What follows belongs to an exercise in optimizing a design on an open flow for a short achievable clock period and few clock cycles; a production flow would make more cautious choices. Only simulation tests tie the RTL to the original design; equivalence was not proved. Power is estimated from default activity; no workload was simulated.

==> v33 <==
==> flow/design.v <==
module Reptile (
    input  [15:0] data_in,
    output [15:0] data_out,
    input         clk,
    input         rst,
    output        memwt,
    output [11:0] address,
    output [15:0] reg0
);
    reg [11:0] pc;
    reg [11:0] ir;           
    reg        e_ldi, e_ld, e_st, e_alu;
    reg        zeroflag;
    reg [15:0] regbank [7:0];
    wire [15:0] rx = regbank[ir[8:6]];
    wire [15:0] ry = regbank[ir[5:3]];
    reg [15:0] result;
    always @* begin
        case (ir[11:9])
            3'h0: result = rx + ry;
            3'h1: result = rx - ry;
            3'h2: result = rx & ry;
            3'h3: result = rx | ry;
            3'h4: result = rx ^ ry;
            3'h7: case (ir[8:6])
                      3'h0: result = {15'b0, ~|ry};
                      3'h1: result = ry;
                      3'h2: result = ry + 16'd1;
                      3'h3: result = ry - 16'd1;
                      default: result = 16'h0000;
                  endcase
            default: result = 16'h0000;
        endcase
    end
    wire zero_next = e_alu ? ~|result : zeroflag;
    wire port_busy = e_ldi | e_ld | e_st;
    wire [3:0]  op  = data_in[15:12];
    wire [11:0] pc1 = pc + 12'd1;
    wire [11:0] target = pc1 + data_in[11:0];
    assign address  = (e_ld | e_st) ? ry[11:0] : pc;
    assign memwt    = e_st;
    assign data_out = rx;
    assign reg0     = regbank[0];
    always @(posedge clk) begin
        if (e_alu)
            regbank[ir[2:0]] <= result;
        else if (e_ldi | e_ld)
            regbank[ir[2:0]] <= data_in;
    end
    always @(posedge clk) begin
        if (rst) begin
            pc <= 12'd0;
            zeroflag <= 1'b0;
            e_ldi <= 1'b0; e_ld <= 1'b0; e_st <= 1'b0; e_alu <= 1'b0;
        end else begin
            zeroflag <= zero_next;
            if (port_busy) begin
                e_ldi <= 1'b0; e_ld <= 1'b0; e_st <= 1'b0; e_alu <= 1'b0;
                if (e_ldi) pc <= pc1;
            end else begin
                e_ldi <= (op == 4'h1);
                e_ld  <= (op == 4'h2);
                e_st  <= (op == 4'h3);
                e_alu <= (op == 4'h7);
                ir    <= data_in[11:0];
                if (op == 4'h5 || (op == 4'h4 && zero_next))
                    pc <= target;
                else
                    pc <= pc1;
            end
        end
    end
endmodule
==> flow/run.sh <==
#!/bin/bash
# synth_recipe.tcl (not shown) runs the flow's synth.tcl, then flattens the netlist and writes it again
# the make line also repeats each setting of config.mk as NAME=value (left out here)
make -C /OpenROAD-flow-scripts/flow DESIGN_CONFIG=/design/flow/config.mk WORK_HOME=/design/flow/orfs CLKGATE_MAP_FILE= SYNTH_SCRIPT=/design/flow/synth_recipe.tcl finish
==> flow/config.mk <==
export PLATFORM = sky130hd
export DESIGN_NAME = Reptile
export DESIGN_NICKNAME = Reptile
export VERILOG_FILES = /design/flow/design.v
export SDC_FILE = /design/flow/constraint.sdc
export NUM_CORES = 4
export LEC_CHECK = 0
export CAP_MARGIN = 20
export CORE_MARGIN = 2
export CORE_UTILIZATION = 40
export SLEW_MARGIN = 20
==> flow/constraint.sdc <==
create_clock -name core_clock -period 7.0 [get_ports {clk}]
set_input_delay 1.4000 -clock core_clock [delete_from_list [all_inputs] [get_ports {clk}]]
set_output_delay 1.4000 -clock core_clock [all_outputs]
set_load 0.01 [all_outputs]
==> v13: changes against v33 <==
ABC_CLOCK_PERIOD_IN_PS = 3000   (was not set)
SETUP_SLACK_MARGIN = 3.5   (was not set)
==> v7: changes against v33 <==
SETUP_SLACK_MARGIN = 3.5   (was not set)
==> results.txt <==
quantity	v33	v7	v13
Status	complete, no violations	complete, no violations	complete, no violations
Area growth, synth to finish	14.79%	38.81%	38.81%
Wire per inst	24.34 um	24.55 um	24.55 um
Met2 usage	0.3962	0.4124	0.4124
Fraction of area in multi-input gates	0.4871	0.4727	0.4727
Power, Total	0.003176 W	0.003757 W	0.003757 W
Total met3 wirelength after detailed routing	2.417 mm	3.649 mm	3.649 mm
Setup slack after layout	778.6 ps	1610 ps	1610 ps
Via count normalized by instance count	6.051	6.116	6.116
Clock Power Share	0.308	0.258	0.258
Termination of the worst setup path	pc[9]$_SDFFE_PP0P_	pc[7]$_SDFFE_PP0P_	pc[7]$_SDFFE_PP0P_
Routability Congestion	1.002	0.9794	0.9794
Fraction of final layout cells sized beyond drive strength 1	0.1653	0.4106	0.4106
Final Hold Slack	496.2 ps	485.2 ps	485.2 ps
Post-Layout Inst Area	13480 um^2	16290 um^2	16290 um^2
Worst setup slack for register-to-register paths	780 ps	1610 ps	1610 ps
Detailed Routing Iterations Pass 1	8	6	6
Part of the total power dissipated in combinational logic	0.322	0.433	0.433
Length of routed wiring on met1	16.17 mm	17.34 mm	17.34 mm
Total number of vias	9204	10348	10348
Upper clock frequency limit	160.7 MHz	185.5 MHz	185.5 MHz
Sequential Power	0.00117 W	0.00116 W	0.00116 W
Testbench counts of v33, summed over its fixed seeds: cycles 180,904.
Testbench counts of v13, summed over its fixed seeds: cycles 180,904.
Testbench counts of v7, summed over its fixed seeds: cycles 180,904.

-- re-timing with driven ports --
The flow's constraints put no driver on any port. The routed layouts listed below were extracted and timed again, unchanged, in two steps.
Step 1 sets driving cells, clkbuf_16 on the clock port and buf_2 on the other inputs (assumed; they add their load-dependent delay and slew).
Step 2 adds t to the input delays and takes it off the output delays; t is the mean of the earliest and latest rising clock arrival at the registers after step 1. Input paths then give back, and output paths get back, about the clock's delay inside the block.
a / b / c = ideal ports / drivers / drivers and shift; a / b = the first two.
| run | shift t [ns] | setup WS [ns] | clock arrival spread, ns | pins driven straight from the clock port |
|---|---|---|---|---|
| v33 | 0.483 | 0.779 / 0.779 / 0.779 | 0.029 / 0.029 | 1 |
| v13 | 0.477 | 1.610 / 1.610 / 1.610 | 0.015 / 0.015 | 1 |
| v7 | 0.477 | 1.610 / 1.610 / 1.610 | 0.015 / 0.015 | 1 |
After both steps setup and hold are still met in every run listed.
